This design comes from an exercise in tuning for small area and a short achievable clock period on the open sky130 flow, not from production work. At most, simulation tests tie the RTL to the original design; equivalence was not proved. Only the layout flow was run in runs 2 and 3; the RTL was not checked for function there. Power and IR drop assume default switching activity.

## flow/design.v (module list and top-level ports; edited modules follow where they fit)
// module float_copro_dp: 1529 lines
// module float_copro_enc: 30 lines
// module float_copro_add: 15 lines
// module float_copro: 72 lines
module float_copro
   (
    input  logic        clk,
    input  logic        copro_valid,
    input  logic        copro_accept,
    input  logic [10:0] copro_opcode,
    input  logic [31:0] copro_op0,
    input  logic [31:0] copro_op1,
    output logic        copro_complete,
    output logic [31:0] copro_result
    );
  // ...
==> flow/flow/run.sh <==
#!/bin/bash
# Standard ORFS layout (the standard.sh) with these changes:
#  - after the standard synthesis, flow/fixinv.py removes the inverters that
#    Yosys's full-adder extraction leaves between adder cells (it flips the
#    polarity of adder cells, which are self-dual), and the netlist is loaded
#    from the result;
#  - ports are buffered with buf_1 cells (the standard flow picks a larger
#    delay cell); the resizer still sizes them up where timing needs it;
set -euo pipefail
MARGIN=${MARGIN:-9.0}
R=orfs/results/$FLOW_PLATFORM/float_copro/base
bash standard.sh synth > log_synth.txt 2>&1
cp $R/1_2_yosys.v $R/1_2_yosys_orig.v
python3 flow/fixinv.py $R/1_2_yosys_orig.v $R/1_2_yosys_fixinv.v > log_fixinv.txt 2>&1
python3 flow/xorbal.py $R/1_2_yosys_fixinv.v $R/1_2_yosys.v > log_xorbal.txt 2>&1
rm -f $R/1_synth.odb $R/1_synth.sdc
bash standard.sh synth > log_synth_odb.txt 2>&1
for step in floorplan place cts route finish; do
  bash standard.sh SETUP_SLACK_MARGIN=$MARGIN \
    "BUFFER_PORTS_ARGS=-buffer_cell sky130_fd_sc_hd__buf_1" $step > log_$step.txt 2>&1
done
==> flow/flow/fixinv.py <==
#!/usr/bin/env python3
"""Remove inverters around full adders in a Yosys-written gate netlist.

A full adder is self-dual: FA(~a, ~b, ~c) = (~cout, ~sum).  Yosys's extract_fa
leaves many inverters between adder cells.  This script chooses a polarity for
every full-adder cell (all its pins inverted or not) and for every xor2/xnor2
cell (an xor2 is an xnor2 with its output inverted), so that as few signals as
possible are needed in both polarities, and rebuilds the netlist with one
inverter for each signal that is.  Usage: fixinv.py IN.v OUT.v"""
import re, sys, random, math

LIB = "sky130_fd_sc_hd__"
OUTPINS = {"X", "Y", "Q", "Q_N", "COUT", "SUM", "HI", "LO"}

src = open(sys.argv[1]).read()
m = re.search(r"^\s*" + LIB, src, re.M)
head, body = src[:m.start()], src[m.start():]
end = body.rindex("endmodule")
tail, body = body[end:], body[:end]

inst_re = re.compile(r"\s*(" + LIB + r"\w+)\s+(\S+)\s*\((.*?)\);\s*", re.S)
pin_re = re.compile(r"\.(\w+)\(\s*(.*?)\s*\)\s*(?:,|$)", re.S)
cells, order = {}, []
pos = 0
while pos < len(body):
    mm = inst_re.match(body, pos)
    if not mm:
        if body[pos:].strip():
            sys.exit("unparsed netlist text: " + body[pos:pos + 200])
        break
    typ, name, pins = mm.groups()
    cells[name] = [typ, {p: n.strip() for p, n in pin_re.findall(pins.strip())}]
    order.append(name)
    pos = mm.end()

ports = set()
for mo in re.finditer(r"^\s*(?:output|input)\s+(\[\d+:\d+\]\s*)?(\S+)\s*;", head, re.M):
    rng, nm = mo.groups()
    if rng:
        a, b = map(int, re.findall(r"\d+", rng))
        ports.update(f"{nm}[{i}]" for i in range(min(a, b), max(a, b) + 1))
    ports.add(nm)

def kind(c):
    t = cells[c][0][len(LIB):]
    if t.startswith("inv_") or t.startswith("clkinv_"):
        return "inv"
    if t.startswith("fa_"):
        return "fa"
    if t.startswith("xor2_") or t.startswith("xnor2_"):
        return "x2"
    return "other"

drv, lds = {}, {}
for c, (t, pm) in cells.items():
    for p, n in pm.items():
        (drv.__setitem__(n, (c, p)) if p in OUTPINS else lds.setdefault(n, []).append((c, p)))

# root of every net through inverter chains
def root(n):
    par = 0
    seen = 0
    while n in drv and kind(drv[n][0]) == "inv" and seen < 50:
        n = cells[drv[n][0]][1]["A"]
        par ^= 1
        seen += 1
    return n, par

invs = [c for c in cells if kind(c) == "inv"]
roots = {}   # root net -> {"loads": [(cell, pin, par)], "names": {par: name}}
def R(r):
    return roots.setdefault(r, {"loads": [], "names": {0: r}})
for n in set(list(drv) + list(lds)):
    if n in drv and kind(drv[n][0]) == "inv":
        r, par = root(n)
        R(r)["names"].setdefault(par, n)
for c in cells:
    if kind(c) == "inv":
        continue
    for p, n in cells[c][1].items():
        if p in OUTPINS:
            continue
        r, par = root(n)
        R(r)["loads"].append((c, p, par))
for r, d in roots.items():
    for par, name in list(d["names"].items()):
        pass
port_need = {}
for pn in ports:
    if pn in drv or pn in lds:
        r, par = root(pn)
        if r in roots or pn in drv:
            R(r)
            if roots[r]["names"].get(par) not in (None, pn):
                # two names of the same phase, one a port: keep as is by making the
                # port a separate load that needs that phase
                pass
            roots[r]["names"][par] = pn
            port_need.setdefault(r, set()).add(par)

flip = {c: 0 for c in cells if kind(c) in ("fa", "x2")}
def drvflip(r):
    d = drv.get(r)
    if d is None:
        return 0
    c = d[0]
    return flip.get(c, 0)

def loadflip(c):
    return flip.get(c, 0) if kind(c) == "fa" else 0

def cost_root(r):
    d = roots[r]
    s = drvflip(r)
    need = set()
    for c, p, par in d["loads"]:
        need.add(par ^ loadflip(c) ^ s)
    for par in port_need.get(r, ()):
        need.add(par ^ s)
    return 1 if len(need) > 1 or (need == {1}) else 0
# note: need == {1} alone means every load wants the other phase: 1 inverter

cell_roots = {}
for r, d in roots.items():
    if r in drv:
        cell_roots.setdefault(drv[r][0], set()).add(r)
    for c, p, par in d["loads"]:
        cell_roots.setdefault(c, set()).add(r)

def total():
    return sum(cost_root(r) for r in roots)

start_inv = len(invs)
best = total()
cur = best
bestflip = dict(flip)
vars_ = list(flip)
random.seed(1)
T = 1.0
N = 60000
for it in range(N):
    T = 1.0 * (1 - it / N) + 0.02
    c = random.choice(vars_)
    rs = cell_roots.get(c, ())
    before = sum(cost_root(r) for r in rs)
    flip[c] ^= 1
    after = sum(cost_root(r) for r in rs)
    dlt = after - before
    if dlt <= 0 or random.random() < math.exp(-dlt / T):
        cur += dlt
        if cur < best:
            best = cur
            bestflip = dict(flip)
    else:
        flip[c] ^= 1
flip = bestflip

# rebuild
for c in invs:
    del cells[c]
newid = [0]
new_wires = []
def fresh(base):
    newid[0] += 1
    n = f"_fixinv_{newid[0]}_"
    new_wires.append(n)
    return n
ninv = 0
for r, d in roots.items():
    s = drvflip(r)
    names = dict(d["names"])
    if r in drv:
        # driver output now carries phase s
        pass
    need = {}
    for c, p, par in d["loads"]:
        ph = par ^ loadflip(c)
        need.setdefault(ph, []).append((c, p))
    for par in port_need.get(r, ()):
        need.setdefault(par, [])
    if not need:
        continue
    # the driven net: name of phase s
    if s not in names:
        names[s] = fresh(r)
    if r in drv:
        c, p = drv[r]
        cells[c][1][p] = names[s]
    for ph, lst in need.items():
        if ph not in names:
            names[ph] = fresh(r)
        for c, p in lst:
            cells[c][1][p] = names[ph]
        if ph != s:
            newid[0] += 1
            nm = f"_fixinv_i{newid[0]}_"
            cells[nm] = [LIB + "inv_1", {"A": names[s], "Y": names[ph]}]
            order.append(nm)
            ninv += 1
for c in cells:
    if kind(c) == "fa" and flip[c]:
        pass  # pins already rewired by phase; the cell itself is unchanged

for c in list(cells):
    if kind(c) == "x2" and flip[c]:
        t = cells[c][0]
        pm = cells[c][1]
        if "xnor2_" in t:
            cells[c][0] = t.replace("xnor2_", "xor2_")
            pm["X"] = pm.pop("Y")
        else:
            cells[c][0] = t.replace("xor2_", "xnor2_")
            pm["Y"] = pm.pop("X")
out = [head]
for w in new_wires:
    out.append(f"  wire {w};\n")
for c in order:
    if c in cells:
        t, pm = cells[c]
        out.append(f"  {t} {c} (\n" + ",\n".join(f"    .{p}({n}{' ' if n.startswith(chr(92)) else ''})" for p, n in pm.items()) + "\n  );\n")
out.append(tail)
open(sys.argv[2], "w").write("".join(out))
print(f"fixinv: inverters {start_inv} -> {ninv} (model {best}); flipped {sum(flip.values())} cells",
      file=sys.stderr)
==> flow/flow/xorbal.py <==
#!/usr/bin/env python3
"""Rebalance xor trees in a gate netlist by estimated arrival time.

ABC sees the logic between full-adder cells with every input arriving at the
same time, so the parity of the top product column (an xor of many adder
outputs) often has its latest inputs at the bottom of the tree.  This pass
finds every tree of xor2/xnor2/xor3/xnor3 cells (each inner cell feeding only
the next one), estimates when each leaf signal arrives with a coarse delay
model, and rebuilds the tree from xor2 cells, always joining the two earliest
signals (an xnor2 at the root when the parity is inverted).
Usage: xorbal.py IN.v OUT.v"""
import re, sys

LIB = "sky130_fd_sc_hd__"
OUTPINS = {"X", "Y", "Q", "Q_N", "COUT", "SUM", "HI", "LO"}

src = open(sys.argv[1]).read()
m = re.search(r"^\s*" + LIB, src, re.M)
head, body = src[:m.start()], src[m.start():]
end = body.rindex("endmodule")
tail, body = body[end:], body[:end]
inst_re = re.compile(r"\s*(" + LIB + r"\w+)\s+(\S+)\s*\((.*?)\);\s*", re.S)
pin_re = re.compile(r"\.(\w+)\(\s*(.*?)\s*\)\s*(?:,|$)", re.S)
cells, order = {}, []
pos = 0
while pos < len(body):
    mm = inst_re.match(body, pos)
    if not mm:
        if body[pos:].strip():
            sys.exit("unparsed netlist text: " + body[pos:pos + 200])
        break
    typ, name, pins = mm.groups()
    cells[name] = [typ, {p: n.strip() for p, n in pin_re.findall(pins.strip())}]
    order.append(name)
    pos = mm.end()
ports = set()
for mo in re.finditer(r"^\s*(?:output|input)\s+(\[\d+:\d+\]\s*)?(\S+)\s*;", head, re.M):
    rng, nm = mo.groups()
    if rng:
        a, b = map(int, re.findall(r"\d+", rng))
        ports.update(f"{nm}[{i}]" for i in range(min(a, b), max(a, b) + 1))
    ports.add(nm)

def base(c):
    return re.sub(r"_\d+$", "", cells[c][0][len(LIB):])

XOR = {"xor2": (["A", "B"], "X", 0), "xnor2": (["A", "B"], "Y", 1),
       "xor3": (["A", "B", "C"], "X", 0), "xnor3": (["A", "B", "C"], "X", 1)}

def build():
    drv, lds = {}, {}
    for c, (t, pm) in cells.items():
        for p, n in pm.items():
            if p in OUTPINS:
                drv[n] = (c, p)
            else:
                lds.setdefault(n, []).append((c, p))
    return drv, lds
drv, lds = build()

DELAY = {"fa": {"SUM": 0.5, "COUT": 0.42}, "ha": {"SUM": 0.3, "COUT": 0.25},
         "dfxtp": {"Q": 0.4}, "xor2": 0.2, "xnor2": 0.2, "xor3": 0.35, "xnor3": 0.35,
         "inv": 0.07, "buf": 0.15, "clkbuf": 0.15}
memo = {}
def arrival(n, depth=0):
    if n in memo:
        return memo[n]
    d = drv.get(n)
    if d is None or depth > 400:
        return 0.0
    c, p = d
    b = base(c)
    dl = DELAY.get(b, 0.2)
    if isinstance(dl, dict):
        dl = dl.get(p, 0.3)
    dl += 0.02 * len(lds.get(n, []))
    if b.startswith("dfxtp") or b.startswith("dfrtp"):
        t = dl
    else:
        t = dl + max([arrival(x, depth + 1) for q, x in cells[c][1].items()
                      if q not in OUTPINS] + [0.0])
    memo[n] = t
    return t

def is_x(c):
    return c in cells and base(c) in XOR

def inner(c):
    """c is an inner node: its output feeds exactly one load, an xor cell."""
    out = cells[c][1][XOR[base(c)][1]]
    l = lds.get(out, [])
    return out not in ports and len(l) == 1 and is_x(l[0][0])

sys.setrecursionlimit(10000)
for n in list(drv):
    arrival(n)
QUANT = 0.8
roots = [c for c in order if is_x(c) and not inner(c)]
newid = [0]
new_wires = []
changed = 0
for r in roots:
    leaves, parity, members = [], 0, []
    stack = [r]
    while stack:
        c = stack.pop()
        members.append(c)
        ins, out, inv = XOR[base(c)]
        parity ^= inv
        for p in ins:
            n = cells[c][1][p]
            d = drv.get(n)
            if d and is_x(d[0]) and inner(d[0]) and d[0] not in members:
                stack.append(d[0])
            else:
                # an inverter in front of the tree only flips its parity
                while d and d[0] in cells and base(d[0]) in ("inv", "clkinv"):
                    n = cells[d[0]][1]["A"]
                    parity ^= 1
                    d = drv.get(n)
                leaves.append(n)
    if len(leaves) < 3:
        continue
    # equal leaves cancel
    cnt = {}
    for n in leaves:
        cnt[n] = cnt.get(n, 0) + 1
    leaves = [n for n in cnt for _ in range(cnt[n] % 2)]
    if len(leaves) < 2:
        continue
    # arrival estimates are coarse: quantize them so that leaves of about the
    # same arrival are joined in balanced trees rather than chains
    items = sorted((round(arrival(n) / QUANT) * QUANT, n) for n in leaves)
    rout = cells[r][1][XOR[base(r)][1]]
    for c in members:
        del cells[c]
    while len(items) > 1:
        (t0, x), (t1, y) = items[0], items[1]
        items = items[2:]
        last = not items
        newid[0] += 1
        nm = f"_xorbal_{newid[0]}_"
        if last:
            o = rout
            typ = "xnor2_1" if parity else "xor2_1"
        else:
            o = f"_xorbal_n{newid[0]}_"
            new_wires.append(o)
            typ = "xor2_1"
        cells[nm] = [LIB + typ, {"A": x, "B": y, ("Y" if typ.startswith("xnor") else "X"): o}]
        order.append(nm)
        items.append((max(t0, t1) + 0.2, o))
        items.sort()
    changed += 1

# drop inverters left without loads
while True:
    drv, lds = build()
    dead = [c for c in cells if base(c) in ("inv", "clkinv")
            and not lds.get(cells[c][1]["Y"]) and cells[c][1]["Y"] not in ports]
    if not dead:
        break
    for c in dead:
        del cells[c]

out = [head]
for w in new_wires:
    out.append(f"  wire {w};\n")
for c in order:
    if c in cells:
        t, pm = cells[c]
        out.append(f"  {t} {c} (\n" + ",\n".join(
            f"    .{p}({n}{' ' if n.startswith(chr(92)) else ''})" for p, n in pm.items()) + "\n  );\n")
out.append(tail)
open(sys.argv[2], "w").write("".join(out))
print(f"xorbal: rebuilt {changed} xor trees", file=sys.stderr)
==> flow/standard.sh <==
#!/bin/bash
# synth_recipe.tcl (not shown) runs the flow's synth.tcl, then flattens the netlist and writes it again
# the make line also repeats each setting of config.mk as NAME=value (left out here)
make -C /OpenROAD-flow-scripts/flow DESIGN_CONFIG=/design/flow/config.mk WORK_HOME=/design/flow/orfs CLKGATE_MAP_FILE= SYNTH_SCRIPT=/design/flow/synth_recipe.tcl "${@:-finish}"
==> flow/config.mk <==
export PLATFORM = sky130hd
export DESIGN_NAME = float_copro
export DESIGN_NICKNAME = float_copro
export VERILOG_FILES = /design/flow/design.v
export SDC_FILE = /design/flow/constraint.sdc
export NUM_CORES = 4
export LEC_CHECK = 0
export CAP_MARGIN = 20
export CORE_MARGIN = 2
export CORE_UTILIZATION = 70
export PLACE_DENSITY = 0.8
export SLEW_MARGIN = 20
==> flow/constraint.sdc <==
create_clock -name core_clock -period 14.0 [get_ports {clk}]
set_input_delay 2.8000 -clock core_clock [delete_from_list [all_inputs] [get_ports {clk}]]
set_output_delay 2.8000 -clock core_clock [all_outputs]
set_load 0.01 [all_outputs]
==> impl_results.html, run 1 <==
<table>
<tr><th>Metric</th><th>Value</th></tr>
<tr><th colspan="2">Status</th></tr>
<tr><td>Run status</td><td>finished clean</td></tr>
<tr><th colspan="2">Setup path</th></tr>
<tr><td>Chain of cells forming the critical path</td><td>a21o_1, a21oi_2, and4b_2, nor3_1, o41a_1, o21bai_1, xor2_1, buf_2</td></tr>
<tr><td>Critical register-to-register path startpoint</td><td>neg_r[6]</td></tr>
<tr><td>Origin of the worst setup path</td><td>cy_r</td></tr>
<tr><td>Maximum fanout along the worst path</td><td>2</td></tr>
<tr><td>Critical path class</td><td>reg -&gt; out</td></tr>
<tr><td>Type of origin of the critical path</td><td>register</td></tr>
<tr><th colspan="2">Finish</th></tr>
<tr><td>Number of multi-input logic gates</td><td>1137</td></tr>
<tr><td>Leading cell kind</td><td>multi-input combinational cells</td></tr>
<tr><td>Fillcell total</td><td>1454</td></tr>
<tr><td>Finished Cell Area</td><td>16200 µm²</td></tr>
<tr><td>Area grow syn2layout</td><td>6.97%</td></tr>
<tr><td>FF/Latch Area</td><td>3240 µm²</td></tr>
<tr><td>Antenna diode instance count</td><td>0</td></tr>
<tr><td>Most common cell after layout, fill and taps aside</td><td>sky130_fd_sc_hd__xnor2_1</td></tr>
<tr><td>Utilization after layout</td><td>0.767</td></tr>
<tr><th colspan="2">Placed design</th></tr>
<tr><td>PortBufs</td><td>101</td></tr>
<tr><td>Cell count after placement</td><td>1725</td></tr>
<tr><th colspan="2">Power</th></tr>
<tr><td>Clock distribution power</td><td>473 µW</td></tr>
<tr><td>Leading power group</td><td>combinational cells</td></tr>
<tr><td>Internal power contribution</td><td>1.60 mW</td></tr>
<tr><td>Sequential cell fraction of total power</td><td>0.224</td></tr>
<tr><th colspan="2">Clock tree</th></tr>
<tr><td>TritonCTS clock tree</td><td>built</td></tr>
<tr><td>Cells resized by post-CTS repair</td><td>8</td></tr>
<tr><th colspan="2">Floorplan</th></tr>
<tr><td>Die width</td><td>151 µm</td></tr>
<tr><td>Die outline area</td><td>22800 µm²</td></tr>
<tr><td>Placeable core region</td><td>21100 µm²</td></tr>
<tr><th colspan="2">Route</th></tr>
<tr><td>Routed length on met3</td><td>5380 µm</td></tr>
<tr><td>Routed WL per cell</td><td>23.6 µm</td></tr>
<tr><td>Starting DRC count in detailed routing</td><td>1544</td></tr>
<tr><th colspan="2">GRT</th></tr>
<tr><td>First-pass GRT wire length</td><td>65300 µm</td></tr>
<tr><td>GR Util met3</td><td>0.0949</td></tr>
<tr><td>Largest net degree at the start of global routing</td><td>51</td></tr>
<tr><th colspan="2">STA</th></tr>
<tr><td>Post-route worst setup slack</td><td>9.03 ns</td></tr>
<tr><td>Number of slew-limit violations in the final report</td><td>0</td></tr>
</table>
==> module float_copro, before the edit <==
module float_copro
   (
    input  logic        clk,
    input  logic        copro_valid,
    input  logic        copro_accept,
    input  logic [10:0] copro_opcode,
    input  logic [31:0] copro_op0,
    input  logic [31:0] copro_op1,
    output logic        copro_complete,
    output logic [31:0] copro_result
    );
   wire mul_d    = copro_opcode[1:0] == 2'd2;
   wire addsub_d = !copro_opcode[1];
   wire sub_d    = copro_opcode[1:0] == 2'd1;
   logic        mul_r, as_r;    
   logic [3:0]  cnt;            
   logic [31:0] b_r, c_r;
   logic [15:0] one, two, neg;
   logic [15:0] one_d, two_d, neg_d;
   float_copro_enc encoder (
      .a(copro_op0), .mul(mul_d), .addsub(addsub_d), .sub(sub_d),
      .one(one_d), .two(two_d), .neg(neg_d)
   );
   logic [15:0] one_r, two_r, neg_r;
   assign one = one_r;
   assign two = two_r;
   assign neg = neg_r;
   logic [20:0] lo_d, lo_r;
   logic        cy_d, cy_r;
   logic [10:0] hs_d, hc_d, hs_r, hc_r;
   float_copro_dp datapath (
      .one(one), .two(two), .neg(neg), .b(b_r), .c(c_r),
      .lo(lo_d), .lo_cy(cy_d), .hi_s(hs_d), .hi_c(hc_d)
   );
   always_ff @(posedge clk) begin
      b_r   <= copro_op1;
      mul_r <= mul_d;
      as_r  <= addsub_d;
      one_r <= one_d;
      two_r <= two_d;
      neg_r <= neg_d;
      c_r   <= copro_op0 & {32{addsub_d}};
      lo_r  <= lo_d;
      cy_r  <= cy_d;
      hs_r  <= hs_d;
      hc_r  <= hc_d;
      if (!copro_valid || copro_accept)
         cnt <= 4'd0;
      else if (cnt != 4'd15)
         cnt <= cnt + 4'd1;
   end
   assign copro_complete = mul_r ? cnt >= 4'd2 : as_r ? cnt >= 4'd3 : cnt >= 4'd11;
   logic [10:0] gg [0:4];
   logic [10:0] pp [0:4];
   always_comb begin
      gg[0] = hc_r;
      pp[0] = hs_r;
      for (int l = 0; l < 4; l++)
         for (int i = 0; i < 11; i++)
            if (i >= (1 << l)) begin
               gg[l+1][i] = gg[l][i] | (pp[l][i] & gg[l][i - (1 << l)]);
               pp[l+1][i] = pp[l][i] & pp[l][i - (1 << l)];
            end else begin
               gg[l+1][i] = gg[l][i];
               pp[l+1][i] = pp[l][i];
            end
   end
   wire [10:0] gl = gg[4];
   wire [10:0] pl = pp[4];
   wire [10:0] carry = {gl[9:0] | (pl[9:0] & {10{cy_r}}), cy_r};
   assign copro_result = {hs_r ^ carry, lo_r};
endmodule
==> run 2, diff against run 1 <==
--- a/flow/design.v
+++ b/flow/design.v
@@ -1,18 +1,18 @@
 module float_copro_dp (
    input  logic [15:0] one,
    input  logic [15:0] two,
    input  logic [15:0] neg,
    input  logic [31:0] b,
    input  logic [31:0] c,
-   output logic [20:0] lo,
+   output logic [17:0] lo,
    output logic        lo_cy,
-   output logic [10:0] hi_s,
-   output logic [10:0] hi_c
+   output logic [13:0] hi_s,
+   output logic [13:0] hi_c
    );
    wire pp0_0;
    wire pp0_1;
    wire pp0_2;
    wire pp0_3;
    wire pp0_4;
    wire pp0_5;
    wire pp0_6;
@@ -1518,19 +1518,19 @@
    assign tx24 = tx22 ^ tx23;
    assign tx25 = fc99 ^ fc142;
    assign tx26 = tx24 ^ tx25;
    assign tx27 = tx26 ^ fc143;
    assign tx28 = tx27 ^ fc168;
    assign tx29 = tx28 ^ fc196;
    wire [31:0] rs = {tx29, fc195, fc194, fc193, fc192, fc191, fc190, fc189, fc188, fc187, fc186, fc185, fc184, fc183, fc182, fc181, fc180, fc179, fc178, fc177, fc176, fc175, fc174, fc173, fc172, fc171, fc170, hc29, hs29, hc28, hc27, pp0_0};
    wire [31:0] rc = {1'b0, fs196, fs195, fs194, fs193, fs192, fs191, fs190, fs189, fs188, fs187, fs186, fs185, fs184, fs183, fs182, fs181, fs180, fs179, fs178, fs177, fs176, fs175, fs174, fs173, fs172, fs171, fs170, fc169, fs169, hs28, hs27};
-   float_copro_add #(.N(21), .CI(0)) lo_add (.a(rs[20:0]), .b(rc[20:0]), .ci(1'b0), .y({lo_cy, lo}));
-   assign hi_s = rs[31:21] ^ rc[31:21];
-   assign hi_c = rs[31:21] & rc[31:21];
+   float_copro_add #(.N(18), .CI(0)) lo_add (.a(rs[17:0]), .b(rc[17:0]), .ci(1'b0), .y({lo_cy, lo}));
+   assign hi_s = rs[31:18];
+   assign hi_c = rc[31:18];
 endmodule
 module float_copro_enc (
    input  logic [31:0] a,
    input  logic        mul,
    input  logic        addsub,
    input  logic        sub,
    output logic [15:0] one,
    output logic [15:0] two,
@@ -1594,19 +1594,19 @@
    float_copro_enc encoder (
       .a(copro_op0), .mul(mul_d), .addsub(addsub_d), .sub(sub_d),
       .one(one_d), .two(two_d), .neg(neg_d)
    );
    logic [15:0] one_r, two_r, neg_r;
    assign one = one_r;
    assign two = two_r;
    assign neg = neg_r;
-   logic [20:0] lo_d, lo_r;
+   logic [17:0] lo_d, lo_r;
    logic        cy_d, cy_r;
-   logic [10:0] hs_d, hc_d, hs_r, hc_r;
+   logic [13:0] hs_d, hc_d, hs_r, hc_r;
    float_copro_dp datapath (
       .one(one), .two(two), .neg(neg), .b(b_r), .c(c_r),
       .lo(lo_d), .lo_cy(cy_d), .hi_s(hs_d), .hi_c(hc_d)
    );
    always_ff @(posedge clk) begin
       b_r   <= copro_op1;
       mul_r <= mul_d;
       as_r  <= addsub_d;
@@ -1619,28 +1619,12 @@
       hs_r  <= hs_d;
       hc_r  <= hc_d;
       if (!copro_valid || copro_accept)
          cnt <= 4'd0;
       else if (cnt != 4'd15)
          cnt <= cnt + 4'd1;
    end
    assign copro_complete = mul_r ? cnt >= 4'd2 : as_r ? cnt >= 4'd3 : cnt >= 4'd11;
-   logic [10:0] gg [0:4];
-   logic [10:0] pp [0:4];
-   always_comb begin
-      gg[0] = hc_r;
-      pp[0] = hs_r;
-      for (int l = 0; l < 4; l++)
-         for (int i = 0; i < 11; i++)
-            if (i >= (1 << l)) begin
-               gg[l+1][i] = gg[l][i] | (pp[l][i] & gg[l][i - (1 << l)]);
-               pp[l+1][i] = pp[l][i] & pp[l][i - (1 << l)];
-            end else begin
-               gg[l+1][i] = gg[l][i];
-               pp[l+1][i] = pp[l][i];
-            end
-   end
-   wire [10:0] gl = gg[4];
-   wire [10:0] pl = pp[4];
-   wire [10:0] carry = {gl[9:0] | (pl[9:0] & {10{cy_r}}), cy_r};
-   assign copro_result = {hs_r ^ carry, lo_r};
+   wire [14:0] hi;
+   float_copro_add #(.N(14), .CI(2)) hi_add (.a(hs_r), .b(hc_r), .ci(cy_r), .y(hi));
+   assign copro_result = {hi[13:0], lo_r};
 endmodule
==> flow/flow/run.sh (replaced) <==
#!/bin/bash
# Standard ORFS layout (the standard.sh) with these changes:
#  - after the standard synthesis, flow/fixinv.py removes the inverters that
#    Yosys's full-adder extraction leaves between adder cells (it flips the
#    polarity of adder cells, which are self-dual), and the netlist is loaded
#    from the result;
#  - then flow/ksadd.py replaces the gates that add the upper result bits in
#    stage 2 (from the hs_r/hc_r carry-save registers and cy_r) by a
#    Kogge-Stone adder;
#  - ports are buffered with buf_1 cells (the standard flow picks a larger
#    delay cell); the resizer still sizes them up where timing needs it;
set -euo pipefail
MARGIN=${MARGIN:-9.0}
SPLIT=18      # S of gen/gen.py: result bits below it come from lo_r
R=orfs/results/$FLOW_PLATFORM/float_copro/base
bash standard.sh synth > log_synth.txt 2>&1
cp $R/1_2_yosys.v $R/1_2_yosys_orig.v
python3 flow/fixinv.py $R/1_2_yosys_orig.v $R/1_2_yosys_fixinv.v > log_fixinv.txt 2>&1
python3 flow/xorbal.py $R/1_2_yosys_fixinv.v $R/1_2_yosys_xorbal.v > log_xorbal.txt 2>&1
python3 flow/ksadd.py $R/1_2_yosys_xorbal.v $R/1_2_yosys.v $SPLIT sc > log_ksadd.txt 2>&1
rm -f $R/1_synth.odb $R/1_synth.sdc
bash standard.sh synth > log_synth_odb.txt 2>&1
for step in floorplan place cts route finish; do
  bash standard.sh SETUP_SLACK_MARGIN=$MARGIN \
    "BUFFER_PORTS_ARGS=-buffer_cell sky130_fd_sc_hd__buf_1" $step > log_$step.txt 2>&1
done
==> flow/flow/ksadd.py (new file) <==
#!/usr/bin/env python3
"""Rebuild the adder in front of the upper result bits as a Kogge-Stone adder.

In stage 2, copro_result[S+i] = p_i ^ carry_i, where p_i (register hs_r[i])
and g_i (register hc_r[i]) are the propagate/generate pairs of the upper
bits and the carry into them starts with cy_r.  ABC maps this adder as
slack permits in its own view, which ignores the output delay.  This script
removes the gates in the fan-in of those output ports and puts in a
Kogge-Stone prefix tree of alternating a21oi/o21ai and nand2/nor2 cells.
With MODE sc the registers hs_r/hc_r hold the two carry-save rows instead,
and the propagate/generate pairs are formed here first.
Usage: ksadd.py IN.v OUT.v S [pg|sc]"""
import re, sys

inp, outp, S = sys.argv[1], sys.argv[2], int(sys.argv[3])
MODE = sys.argv[4] if len(sys.argv) > 4 else "pg"
LIB = "sky130_fd_sc_hd__"
OUTPINS = {"X", "Y", "Q", "Q_N", "COUT", "SUM", "HI", "LO"}
src = open(inp).read()
m = re.search(r"^\s*" + LIB, src, re.M)
head, body = src[:m.start()], src[m.start():]
end = body.rindex("endmodule")
tail, body = body[end:], body[:end]
inst_re = re.compile(r"\s*(" + LIB + r"\w+)\s+(\S+)\s*\((.*?)\);\s*", re.S)
pin_re = re.compile(r"\.(\w+)\(\s*(.*?)\s*\)\s*(?:,|$)", re.S)
cells, order = {}, []
pos = 0
while pos < len(body):
    mm = inst_re.match(body, pos)
    if not mm:
        if body[pos:].strip():
            sys.exit("unparsed netlist text: " + body[pos:pos + 200])
        break
    typ, name, pins = mm.groups()
    cells[name] = [typ, {p: n.strip() for p, n in pin_re.findall(pins.strip())}]
    order.append(name)
    pos = mm.end()
drv, lds = {}, {}
for c, (t, pm) in cells.items():
    for p, n in pm.items():
        (drv.__setitem__(n, c) if p in OUTPINS else lds.setdefault(n, []).append(c))

def base(c):
    return cells[c][0][len(LIB):]

pq, gq, cy = {}, {}, None
for c, (t, pm) in cells.items():
    if not base(c).startswith("dfxtp"):
        continue
    nm = c.lstrip("\\")
    mo = re.match(r"hs_r\[(\d+)\]", nm)
    if mo:
        pq[int(mo.group(1))] = pm["Q"]
    mo = re.match(r"hc_r\[(\d+)\]", nm)
    if mo:
        gq[int(mo.group(1))] = pm["Q"]
    if nm.startswith("cy_r"):
        cy = pm["Q"]
H = 32 - S
assert cy and all(i in pq for i in range(H)), (cy, sorted(pq))
outs = [f"copro_result[{S + i}]" for i in range(H)]

# gates in the fan-in of the upper outputs, back to registers
cone, stack = set(), list(outs)
while stack:
    n = stack.pop()
    c = drv.get(n)
    if c is None or c in cone or base(c).startswith(("df", "fa_", "ha_")):
        continue
    cone.add(c)
    stack += [x for p, x in cells[c][1].items() if p not in OUTPINS]
for c in cone:
    for p, n in cells[c][1].items():
        if p in OUTPINS:
            for l in lds.get(n, []):
                assert l in cone, f"{c} also feeds {l}"
for c in cone:
    del cells[c]

nid = [0]
wires = []
def net():
    nid[0] += 1
    w = f"_ksadd_n{nid[0]}_"
    wires.append(w)
    return w
def cell(typ, pins):
    nid[0] += 1
    nm = f"_ksadd_c{nid[0]}_"
    cells[nm] = [LIB + typ, pins]
    order.append(nm)
def inv(s):
    y = net()
    cell("inv_1", {"A": s, "Y": y})
    return y

# propagate/generate of every upper bit, as (net, inverted)
pbit, gbit = {}, {}
for i in range(H):
    if MODE == "pg" or i not in gq:
        pbit[i] = (pq[i], 0)
        gbit[i] = (gq[i], 0) if (MODE == "pg" and i in gq) else (None, 0)
    else:
        y = net()
        cell("xnor2_1", {"A": pq[i], "B": gq[i], "Y": y})
        pbit[i] = (y, 1)
        y = net()
        cell("nand2_1", {"A": pq[i], "B": gq[i], "Y": y})
        gbit[i] = (y, 1)
# node k: position 0 = carry in (g = cy, p = 0), position k = bit k-1
G = [(cy, 0)] + [gbit[k - 1] for k in range(1, H)]
P = [None] + [pbit[k - 1] for k in range(1, H)]
def topol(sig, want):
    s, pol = sig
    return s if pol == want else inv(s)
d = 1
while d < H:
    nG, nP = list(G), list(P)
    for k in range(d, H):
        gk, pk, gj = G[k], P[k], G[k - d]
        if pk is None or gj[0] is None:
            continue       # propagate 0 or nothing to pass on: G unchanged
        if gk[0] is None:  # generate 0: G = P_k & G_j
            pol = pk[1]
            a, b = topol(pk, pol), topol(gj, pol)
            y = net()
            cell("nand2_1" if pol == 0 else "nor2_1", {"A": a, "B": b, "Y": y})
            nG[k] = (y, 1 - pol)
        else:
            pol = gk[1]
            a1, a2, b1 = topol(pk, pol), topol(gj, pol), gk[0]
            y = net()
            cell("a21oi_1" if pol == 0 else "o21ai_1", {"A1": a1, "A2": a2, "B1": b1, "Y": y})
            nG[k] = (y, 1 - pol)
        pj = P[k - d]
        if pj is None:
            nP[k] = None
        else:
            pol = pk[1]
            a, b = topol(pk, pol), topol(pj, pol)
            y = net()
            cell("nand2_1" if pol == 0 else "nor2_1", {"A": a, "B": b, "Y": y})
            nP[k] = (y, 1 - pol)
    G, P = nG, nP
    d *= 2
for i in range(H):
    c, pol = G[i]
    pn, ppol = pbit[i]
    if c is None:
        cell("buf_1" if ppol == 0 else "inv_1", {"A": pn, ("X" if ppol == 0 else "Y"): outs[i]})
    elif pol == ppol:
        cell("xor2_1", {"A": pn, "B": c, "X": outs[i]})
    else:
        cell("xnor2_1", {"A": pn, "B": c, "Y": outs[i]})

def esc(n):
    return n + " " if n.startswith("\\") else n
out = [head]
for w in wires:
    out.append(f"  wire {w};\n")
for c in order:
    if c in cells:
        t, pm = cells[c]
        out.append(f"  {t} {c} (\n" + ",\n".join(f"    .{p}({esc(n)})" for p, n in pm.items()) + "\n  );\n")
out.append(tail)
open(outp, "w").write("".join(out))
print(f"ksadd: replaced {len(cone)} gates by a {H}-bit Kogge-Stone adder", file=sys.stderr)
==> flow/config.mk (replaced) <==
export PLATFORM = sky130hd
export DESIGN_NAME = float_copro
export DESIGN_NICKNAME = float_copro
export VERILOG_FILES = /design/flow/design.v
export SDC_FILE = /design/flow/constraint.sdc
export NUM_CORES = 4
export LEC_CHECK = 0
export CAP_MARGIN = 20
export CORE_MARGIN = 2
export CORE_UTILIZATION = 65
export SLEW_MARGIN = 20
==> impl_results.html, run 2 <==
<table>
<tr><th>Metric</th><th>Value</th></tr>
<tr><th colspan="2">Status</th></tr>
<tr><td>Run status</td><td>finished clean (unchanged)</td></tr>
<tr><th colspan="2">STA</th></tr>
<tr><td>Max_slew headroom</td><td>0.184 (was 0.324)</td></tr>
<tr><td>Maximum clock frequency</td><td>0.205 GHz (was 0.201 GHz)</td></tr>
<tr><td>Transition time of the tightest slew-check pin</td><td>1.22 ns (was 1.01 ns)</td></tr>
<tr><td>Final Hold Fails</td><td>0 (unchanged)</td></tr>
<tr><td>Final setup skew</td><td>0.0199 ns (was 0.0192 ns)</td></tr>
<tr><td>Final setup violation count</td><td>0 (unchanged)</td></tr>
<tr><td>Crit share post-route</td><td>0.348 (was 0.355)</td></tr>
<tr><td>Number of slew-limit violations in the final report</td><td>0 (unchanged)</td></tr>
<tr><td>Total Negative Setup Slacks</td><td>0 ns (unchanged)</td></tr>
<tr><td>Final Critical Period</td><td>4.87 ns (was 4.97 ns)</td></tr>
<tr><td>Unrepaired setup endpoints after global routing</td><td>true (unchanged)</td></tr>
<tr><td>Post-route worst setup slack</td><td>9.13 ns (was 9.03 ns)</td></tr>
<tr><td>Worst Hold Margin</td><td>0.570 ns (was 0.584 ns)</td></tr>
<tr><th colspan="2">GRT</th></tr>
<tr><td>Largest net degree at the start of global routing</td><td>51 (unchanged)</td></tr>
<tr><td>Global routing's busiest layer</td><td>met2 (unchanged)</td></tr>
<tr><td>M2 GR Usage</td><td>0.542 (was 0.578)</td></tr>
<tr><td>Remaining global-route overflow</td><td>0 (unchanged)</td></tr>
<tr><td>Global-route met1 utilization</td><td>0.503 (was 0.515)</td></tr>
<tr><td>GR Util met3</td><td>0.0550 (was 0.0949)</td></tr>
<tr><td>Number of antenna violations at the first check in global routing</td><td>0 (unchanged)</td></tr>
<tr><td>Vias in the first global route</td><td>11767 (was 11969)</td></tr>
<tr><td>Total track usage</td><td>0.351 (was 0.381)</td></tr>
<tr><td>First-pass GRT wire length</td><td>66000 µm (was 65300 µm)</td></tr>
<tr><th colspan="2">Setup path</th></tr>
<tr><td>Worst endpoint data arrival time</td><td>2.07 ns (was 2.17 ns)</td></tr>
<tr><td>R2R Setup Slk</td><td>9.19 ns (was 9.22 ns)</td></tr>
<tr><td>Nature of the critical path endpoint</td><td>primary output (unchanged)</td></tr>
<tr><td>End of the worst register-to-register path</td><td>lo_r[16] (was cy_r)</td></tr>
<tr><td>Cell count of the worst reg-to-reg path</td><td>13 (unchanged)</td></tr>
<tr><td>Data required time at the worst endpoint</td><td>11.20 ns (about the same)</td></tr>
<tr><td>Type of origin of the critical path</td><td>register (unchanged)</td></tr>
<tr><td>Maximum fanout along the worst path</td><td>4 (was 2)</td></tr>
<tr><td>Critical register-to-register path startpoint</td><td>neg_r[6] (unchanged)</td></tr>
<tr><td>Critical path class</td><td>reg -&gt; out (unchanged)</td></tr>
<tr><th colspan="2">Finish</th></tr>
<tr><td>Finished Cell Area</td><td>16500 µm² (was 16200 µm²)</td></tr>
<tr><td>Fillcell total</td><td>1856 (was 1454)</td></tr>
<tr><td>Area grow syn2layout</td><td>7.36% (was 6.97%)</td></tr>
<tr><td>Layout cells sized above 1</td><td>0.0591 (was 0.0627)</td></tr>
<tr><td>Most common cell after layout, fill and taps aside</td><td>sky130_fd_sc_hd__xnor2_1 (unchanged)</td></tr>
<tr><td>Regs by FF count</td><td>b_r: 32 flops, c_r: 32 flops, lo_r: 18 flops (was b_r: 32 flops, c_r: 32 flops, lo_r: 21 flops)</td></tr>
<tr><td>Utilization after layout</td><td>0.707 (was 0.767)</td></tr>
<tr><td>Non-filler cells in the finished layout</td><td>1858 (was 1759)</td></tr>
<tr><td>Net count reported at finish</td><td>1865 (was 1824)</td></tr>
<tr><td>Commonest cells after routing, fill and taps aside</td><td>260 x sky130_fd_sc_hd__xnor2_1, 227 x sky130_fd_sc_hd__a22oi_1, 196 x sky130_fd_sc_hd__fa_1 (was 257 x sky130_fd_sc_hd__xnor2_1, 227 x sky130_fd_sc_hd__a22oi_1, 196 x sky130_fd_sc_hd__fa_1)</td></tr>
<tr><td>Antenna diode instance count</td><td>0 (unchanged)</td></tr>
<tr><th colspan="2">Clock tree</th></tr>
<tr><td>Number of CTS-inserted buffers</td><td>17 (unchanged)</td></tr>
<tr><td>Insertion delay of the later-clocked pin in the worst-skew pair</td><td>0.44 ns (was 0.45 ns)</td></tr>
<tr><td>Reg clk slew, reported paths</td><td>0.09 ns (was 0.08 ns)</td></tr>
<tr><td>Num Clock Sinks</td><td>164 (was 161)</td></tr>
<tr><td>Clock Tree Root</td><td>sky130_fd_sc_hd__clkbuf_16 (unchanged)</td></tr>
<tr><td>Hold buffers post-CTS</td><td>0 (unchanged)</td></tr>
<tr><td>Deepest level of the CTS H-tree</td><td>4 (unchanged)</td></tr>
<tr><td>TritonCTS clock tree</td><td>built (unchanged)</td></tr>
<tr><td>Clock Path Buffers</td><td>2 (unchanged)</td></tr>
<tr><th colspan="2">Placed design</th></tr>
<tr><td>Weighted congestion at the end of routability-driven global placement</td><td>0.936 (was 0.908)</td></tr>
<tr><td>Hpwl dp</td><td>29300 µm (was 27800 µm)</td></tr>
<tr><td>Placement-stage worst setup slack</td><td>9.22 ns (was 8.88 ns)</td></tr>
<tr><td>Cell count after placement</td><td>1825 (was 1725)</td></tr>
<tr><td>Total placed instance area</td><td>15800 µm² (was 15500 µm²)</td></tr>
<tr><td>PortBufs</td><td>101 (unchanged)</td></tr>
<tr><th colspan="2">Power</th></tr>
<tr><td>Sequential cell fraction of total power</td><td>0.228 (was 0.224)</td></tr>
<tr><td>Clock group share of total power</td><td>0.169 (about the same)</td></tr>
<tr><td>Leakage Power</td><td>6.40 nW (was 6.32 nW)</td></tr>
<tr><td>Switching share of power</td><td>0.445 (was 0.428)</td></tr>
<tr><td>VDD IR-drop max</td><td>0.000127 V (was 0.000100 V)</td></tr>
<tr><td>Sum of internal, switching and leakage power</td><td>2.85 mW (was 2.79 mW)</td></tr>
<tr><td>Combinational group share of total power</td><td>0.603 (was 0.607)</td></tr>
<tr><td>Reported net switching power</td><td>1.27 mW (was 1.20 mW)</td></tr>
<tr><td>Power density relative to cell area</td><td>173 nW/µm² (about the same)</td></tr>
<tr><td>Internal power contribution</td><td>1.58 mW (was 1.60 mW)</td></tr>
<tr><th colspan="2">Route</th></tr>
<tr><td>Via density per instance</td><td>6.31 (was 6.71)</td></tr>
<tr><td>Via count of the routed design</td><td>11726 (was 11805)</td></tr>
<tr><td>Starting DRC count in detailed routing</td><td>1218 (was 1544)</td></tr>
<tr><td>Final wirelength</td><td>42000 µm (was 41500 µm)</td></tr>
<tr><td>ANT nets after route</td><td>0 (unchanged)</td></tr>
<tr><td>Total iterations of the first detailed-routing run</td><td>6 (unchanged)</td></tr>
<tr><td>Remaining DRCs</td><td>0 (unchanged)</td></tr>
<tr><td>Routed WL per cell</td><td>22.6 µm (was 23.6 µm)</td></tr>
<tr><th colspan="2">Synthesis</th></tr>
<tr><td>Post-Syn Instances</td><td>1513 (was 1458)</td></tr>
<tr><td>Area of the mapped netlist</td><td>15400 µm² (was 15100 µm²)</td></tr>
<tr><td>Yosys warning count</td><td>1 (was 3)</td></tr>
<tr><td>Net count of the mapped netlist</td><td>1852 (was 1811)</td></tr>
<tr><td>Average instance area after synthesis</td><td>10.2 µm² (was 10.4 µm²)</td></tr>
<tr><th colspan="2">Floorplan</th></tr>
<tr><td>Die width</td><td>158 µm (was 151 µm)</td></tr>
<tr><td>Placeable core region</td><td>23300 µm² (was 21100 µm²)</td></tr>
<tr><td>Die height</td><td>158 µm (was 151 µm)</td></tr>
<tr><td>Row count</td><td>56 (was 53)</td></tr>
<tr><td>Die outline area</td><td>24900 µm² (was 22800 µm²)</td></tr>
<tr><td>Effective utilization at floorplan</td><td>0.658 (was 0.717)</td></tr>
<tr><td>Number of ports placed on the die boundary</td><td>111 (unchanged)</td></tr>
<tr><th colspan="2">Hold path</th></tr>
<tr><td>Min-delay worst type</td><td>reg -&gt; reg (unchanged)</td></tr>
<tr><td>Cell depth of the worst hold path</td><td>1 (was 2)</td></tr>
<tr><td>Hold_sp</td><td>cnt[3] (unchanged)</td></tr>
<tr><td>Terminating pin of the worst hold path</td><td>cnt[3] (was cnt[2])</td></tr>
<tr><th colspan="2">Flow run</th></tr>
<tr><td>Max-cap violations</td><td>0 (unchanged)</td></tr>
</table>
## run 2: worst max path at each step
stage / to / depth (start not counted) / slack [ns] / startpoint
after floorplan: lo_r[16] / 16 / 9.65 / neg_r[1]
after global placement: neg_r[13] / 3 / 8.93 / copro_opcode[1]
after detailed placement: lo_r[16] / 13 / 9.22 / neg_r[6]
after CTS: copro_result[30] / 7 / 9.01 / hs_r[3]
after global routing: copro_result[28] / 7 / 8.98 / hs_r[0]
final: copro_result[28] / 7 / 9.13 / hs_r[1]
## run 2: critical path, stage by stage (launching register included)
cell	delay, ns
sky130_fd_sc_hd__dfxtp_1	0.36
sky130_fd_sc_hd__xnor2_2	0.26
sky130_fd_sc_hd__o21ai_1	0.14
sky130_fd_sc_hd__a21oi_1	0.26
sky130_fd_sc_hd__inv_1	0.07
sky130_fd_sc_hd__a21oi_1	0.22
sky130_fd_sc_hd__xor2_1	0.16
sky130_fd_sc_hd__buf_1	0.16
## run 2: metal layers
metal	up-vias	wire length, µm
met5	-	0
met2	665	19100
met1	5763	17700
met3	76	4080
met4	0	1190
li1	5222	-
## run 2: cell type report
class | instances | area, µm² | share of cell area
Timing Repair Buffer | 134 | 628 | 0.0381
Inverter | 20 | 75.1 | 0.00455
Sequential cell | 164 | 3280 | 0.199
Clock inverter | 15 | 166 | 0.0101
Tap cell | 319 | 399 | 0.0242
Multi-Input combinational cell | 1189 | 11500 | 0.698
Clock buffer | 17 | 425 | 0.0258
## run 2: power groups by stage
stage / Combinational, mW / Clock [mW] / Sequential [mW]
5_1_grt: 1.95 / 0.507 / 0.659
4_1_cts: 1.71 / 0.489 / 0.641
3_5_place_dp: 1.70 / 0 / 0.650
3_3_place_gp: 1.66 / 0 / 0.647
2_1_floorplan: 1.26 / 0 / 0.635
6_report: 1.72 / 0.480 / 0.649
## run 2: timing repair
action,in CTS,in global routing
buffers inserted,0,1
pin swaps,0,1
gates cloned,0,0
gates resized for setup,2,9
setup endpoints to repair,2,7
==> run 3, diff against run 2 <==
--- a/flow/flow/run.sh
+++ b/flow/flow/run.sh
@@ -12,3 +12,3 @@
 set -euo pipefail
-MARGIN=${MARGIN:-9.0}
+MARGIN=${MARGIN:-9.5}
 SPLIT=18      # S of gen/gen.py: result bits below it come from lo_r
==> impl_results.html, run 3 <==
<table>
<tr><th>Metric</th><th>Value</th></tr>
<tr><th colspan="2">Status</th></tr>
<tr><td>Run status</td><td>finished clean (unchanged)</td></tr>
<tr><th colspan="2">Setup path</th></tr>
<tr><td>Slowest Stage Delay on Critical Path</td><td>0.36 ns (about the same)</td></tr>
<tr><td>Chain of cells forming the critical path</td><td>xnor2_4, buf_6, nor2_4, a21oi_2, o21ai_1, a21oi_1, xor2_1, buf_2 (was xnor2_2, o21ai_1, a21oi_1, inv_1, a21oi_1, xor2_1, buf_1)</td></tr>
<tr><td>Number of buffer and inverter stages on the critical path</td><td>2 (unchanged)</td></tr>
<tr><td>Nature of the critical path endpoint</td><td>primary output (unchanged)</td></tr>
<tr><td>Maximum fanout along the worst path</td><td>3 (was 4)</td></tr>
<tr><td>Critical path class</td><td>reg -&gt; out (unchanged)</td></tr>
<tr><td>R2R Setup Slk</td><td>9.65 ns (was 9.19 ns)</td></tr>
<tr><td>Worst endpoint data arrival time</td><td>1.91 ns (was 2.07 ns)</td></tr>
<tr><td>Critical path's top delay family</td><td>XOR/XNOR gates (was compound AO/OA/AOI/OAI gates)</td></tr>
<tr><td>Crit-path slowest cell</td><td>sky130_fd_sc_hd__dfxtp_2 (was sky130_fd_sc_hd__dfxtp_1)</td></tr>
<tr><td>Type of origin of the critical path</td><td>register (unchanged)</td></tr>
<tr><td>Data required time at the worst endpoint</td><td>11.20 ns (about the same)</td></tr>
<tr><th colspan="2">STA</th></tr>
<tr><td>Total Negative Setup Slacks</td><td>0 ns (unchanged)</td></tr>
<tr><td>Final Hold Fails</td><td>0 (unchanged)</td></tr>
<tr><td>Number of slew-limit violations in the final report</td><td>0 (unchanged)</td></tr>
<tr><td>Final setup skew</td><td>0.0235 ns (was 0.0199 ns)</td></tr>
<tr><td>Transition time of the tightest slew-check pin</td><td>1.03 ns (was 1.22 ns)</td></tr>
<tr><td>Crit share post-route</td><td>0.336 (was 0.348)</td></tr>
<tr><td>Maximum clock frequency</td><td>0.212 GHz (was 0.205 GHz)</td></tr>
<tr><td>Unrepaired setup endpoints after global routing</td><td>true (unchanged)</td></tr>
<tr><td>Final setup violation count</td><td>0 (unchanged)</td></tr>
<tr><td>Max_slew headroom</td><td>0.315 (was 0.184)</td></tr>
<tr><td>Final Critical Period</td><td>4.71 ns (was 4.87 ns)</td></tr>
<tr><th colspan="2">Route</th></tr>
<tr><td>Remaining DRCs</td><td>0 (unchanged)</td></tr>
<tr><td>Via density per instance</td><td>6.38 (was 6.31)</td></tr>
<tr><td>Total iterations of the first detailed-routing run</td><td>6 (unchanged)</td></tr>
<tr><td>Routed WL per cell</td><td>22.9 µm (was 22.6 µm)</td></tr>
<tr><td>Final wirelength</td><td>43200 µm (was 42000 µm)</td></tr>
<tr><td>ANT nets after route</td><td>0 (unchanged)</td></tr>
<tr><td>Via count of the routed design</td><td>12031 (was 11726)</td></tr>
<tr><td>Starting DRC count in detailed routing</td><td>1350 (was 1218)</td></tr>
<tr><th colspan="2">Finish</th></tr>
<tr><td>Net count reported at finish</td><td>1892 (was 1865)</td></tr>
<tr><td>Fillcell total</td><td>1744 (was 1856)</td></tr>
<tr><td>Regs by FF count</td><td>b_r: 32 flops, c_r: 32 flops, lo_r: 18 flops (unchanged)</td></tr>
<tr><td>Most common cell after layout, fill and taps aside</td><td>sky130_fd_sc_hd__xnor2_1 (unchanged)</td></tr>
<tr><td>Area grow syn2layout</td><td>11.3% (was 7.36%)</td></tr>
<tr><td>Finished Cell Area</td><td>17100 µm² (was 16500 µm²)</td></tr>
<tr><td>Commonest cells after routing, fill and taps aside</td><td>255 x sky130_fd_sc_hd__xnor2_1, 227 x sky130_fd_sc_hd__a22oi_1, 196 x sky130_fd_sc_hd__fa_1 (was 260 x sky130_fd_sc_hd__xnor2_1, 227 x sky130_fd_sc_hd__a22oi_1, 196 x sky130_fd_sc_hd__fa_1)</td></tr>
<tr><td>Antenna diode instance count</td><td>0 (unchanged)</td></tr>
<tr><td>Layout cells sized above 1</td><td>0.135 (was 0.0591)</td></tr>
<tr><th colspan="2">Flow run</th></tr>
<tr><td>Max-cap violations</td><td>0 (unchanged)</td></tr>
<tr><th colspan="2">GRT</th></tr>
<tr><td>First-pass GRT wire length</td><td>66700 µm (was 66000 µm)</td></tr>
<tr><td>Number of antenna violations at the first check in global routing</td><td>0 (unchanged)</td></tr>
<tr><td>Remaining global-route overflow</td><td>0 (unchanged)</td></tr>
<tr><td>Total track usage</td><td>0.355 (was 0.351)</td></tr>
<tr><td>Vias in the first global route</td><td>12083 (was 11767)</td></tr>
<tr><td>Largest net degree at the start of global routing</td><td>51 (unchanged)</td></tr>
<tr><th colspan="2">Floorplan</th></tr>
<tr><td>Number of ports placed on the die boundary</td><td>111 (unchanged)</td></tr>
<tr><td>Placeable core region</td><td>23300 µm² (unchanged)</td></tr>
<tr><td>Die outline area</td><td>24900 µm² (unchanged)</td></tr>
<tr><td>Effective utilization at floorplan</td><td>0.658 (unchanged)</td></tr>
<tr><td>Die width</td><td>158 µm (unchanged)</td></tr>
<tr><td>Die height</td><td>158 µm (unchanged)</td></tr>
<tr><td>Row count</td><td>56 (unchanged)</td></tr>
<tr><th colspan="2">Synthesis</th></tr>
<tr><td>Yosys warning count</td><td>1 (unchanged)</td></tr>
<tr><td>Post-Syn Instances</td><td>1513 (unchanged)</td></tr>
<tr><td>Net count of the mapped netlist</td><td>1852 (unchanged)</td></tr>
<tr><td>Area of the mapped netlist</td><td>15400 µm² (unchanged)</td></tr>
<tr><td>Average instance area after synthesis</td><td>10.2 µm² (unchanged)</td></tr>
<tr><th colspan="2">Hold path</th></tr>
<tr><td>Min-delay worst type</td><td>reg -&gt; reg (unchanged)</td></tr>
<tr><th colspan="2">Power</th></tr>
<tr><td>Power density relative to cell area</td><td>183 nW/µm² (was 173 nW/µm²)</td></tr>
<tr><td>Leakage Power</td><td>6.65 nW (was 6.40 nW)</td></tr>
<tr><td>VDD IR-drop max</td><td>0.000183 V (was 0.000127 V)</td></tr>
<tr><th colspan="2">Placed design</th></tr>
<tr><td>Weighted congestion at the end of routability-driven global placement</td><td>0.925 (was 0.936)</td></tr>
<tr><td>PortBufs</td><td>101 (unchanged)</td></tr>
<tr><td>Hpwl dp</td><td>29200 µm (was 29300 µm)</td></tr>
<tr><td>Total placed instance area</td><td>15800 µm² (about the same)</td></tr>
<tr><th colspan="2">Clock tree</th></tr>
<tr><td>TritonCTS clock tree</td><td>built (unchanged)</td></tr>
<tr><td>Clock Path Buffers</td><td>2 (unchanged)</td></tr>
<tr><td>Deepest level of the CTS H-tree</td><td>4 (unchanged)</td></tr>
<tr><td>Insertion delay of the later-clocked pin in the worst-skew pair</td><td>0.44 ns (about the same)</td></tr>
<tr><td>Number of CTS-inserted buffers</td><td>17 (unchanged)</td></tr>
<tr><td>Reg clk slew, reported paths</td><td>0.08 ns (was 0.09 ns)</td></tr>
<tr><td>Clock Tree Root</td><td>sky130_fd_sc_hd__clkbuf_16 (unchanged)</td></tr>
<tr><td>Num Clock Sinks</td><td>164 (unchanged)</td></tr>
</table>
==> run 3: area by class of cell <==
type | count | area, µm² | share of cell area
clock buffer | 17 | 425 | 0.0249
clock inverter | 15 | 165 | 0.00966
multi-input combinational | 1189 | 11800 | 0.691
timing repair buffer | 161 | 881 | 0.0515
inverter | 20 | 78.8 | 0.00461
sequential | 164 | 3340 | 0.195
tap | 319 | 399 | 0.0233
==> run 3: worst reg2reg max path: stages, from the launching register on <==
cell                       delay (ns)
sky130_fd_sc_hd__dfxtp_1         0.30
sky130_fd_sc_hd__buf_4           0.23
sky130_fd_sc_hd__a221oi_2        0.35
sky130_fd_sc_hd__xnor2_1         0.20
sky130_fd_sc_hd__fa_1            0.50
sky130_fd_sc_hd__fa_1            0.44
sky130_fd_sc_hd__fa_1            0.52
sky130_fd_sc_hd__fa_1            0.41
sky130_fd_sc_hd__ha_1            0.36
sky130_fd_sc_hd__a21o_1          0.20
sky130_fd_sc_hd__nor3_2          0.13
sky130_fd_sc_hd__o211ai_2        0.14
sky130_fd_sc_hd__a31o_1          0.24
sky130_fd_sc_hd__a21oi_2         0.14
sky130_fd_sc_hd__xnor2_1         0.12
==> run 3: path summary, 6_finish.rpt <==
| path | start | end | depth (start not counted) |
|---|---|---|---|
| max | hc_r[3] | copro_result[27] | 8 |
| min | cnt[3] | cnt[2] | 2 |
| max reg2reg | b_r[9] | lo_r[16] | 14 |
| min reg2reg | cnt[3] | cnt[2] | 2 |
==> run 3: through the flow <==
step / hold WS (ns) / instances / total power [mW] / util / setup slack (ns)
5_1_grt: 0.618 / 1885 / 3.37 / 0.733 / 9.21
3_3_place_gp: 0.547 / 1827 / 2.30 / 0.678 / 8.92
2_1_floorplan: 0.507 / 1513 / 1.90 / - / 9.65
3_5_place_dp: 0.556 / 1827 / 2.34 / 0.679 / 9.25
4_1_cts: 0.579 / 1884 / 2.99 / 0.722 / 9.30
6_report: 0.580 / 1885 / 3.13 / 0.733 / 9.29
==> run 3: repair_timing <==
| item | in CTS | in global routing |
|---|---|---|
| hold buffers | 0 | 0 |
| resized for setup | 67 | 65 |
| pin swaps | 29 | 31 |
| endpoints found under the setup margin | 17 | 18 |
| gates cloned | 0 | 0 |
| buffers inserted | 25 | 1 |
==> run 3: where the power goes <==
part	total, mW	switching, mW	internal [mW]
combinational	1.98	1.06	0.921
clock	0.481	0.241	0.239
sequential	0.671	0.0889	0.582
total	3.13	1.39	1.74
==> run 3: routing by layer <==
layer | global-route usage | routed length (µm)
met1 | 0.486 | 17800
met2 | 0.553 | 19600
met3 | 0.0742 | 4150
met4 | 0.141 | 1580
met5 | 0 | 0

==> separate check: timing with driven ports <==
The flow's constraints put no driver on any port. The routed layouts listed below were extracted and timed again, unchanged, in two steps. Step 1 assumes that a clkbuf_16 drives the clock port and a buf_2 every other input. Step 2 adds t to the input delays and takes it off the output delays; t is the mean of the earliest and latest rising clock arrival at the registers after step 1. Input paths then give back, and output paths get back, about the clock's delay inside the block. Slacks: ideal / step 1 / step 2; pairs: ideal / step 1.
run | shift t [ns] | slack for setup (ns) | worst hold slack (ns) | worst data-port slew with drivers (ns) | pins driven straight from the clock port
run 1 | 0.492 | 9.033 / 8.982 / 9.213 | 0.584 / 0.584 / 0.584 | 0.06 | 1
run 2 | 0.485 | 9.131 / 9.079 / 9.195 | 0.570 / 0.570 / 0.570 | 0.06 | 1
run 3 | 0.481 | 9.294 / 9.245 / 9.222 | 0.580 / 0.580 / 0.580 | 0.05 | 1
After both steps every run listed still meets setup and hold. The setup slack of run 3, which loses most, moves by -0.049 ns with the drivers and by -0.072 ns with both steps.
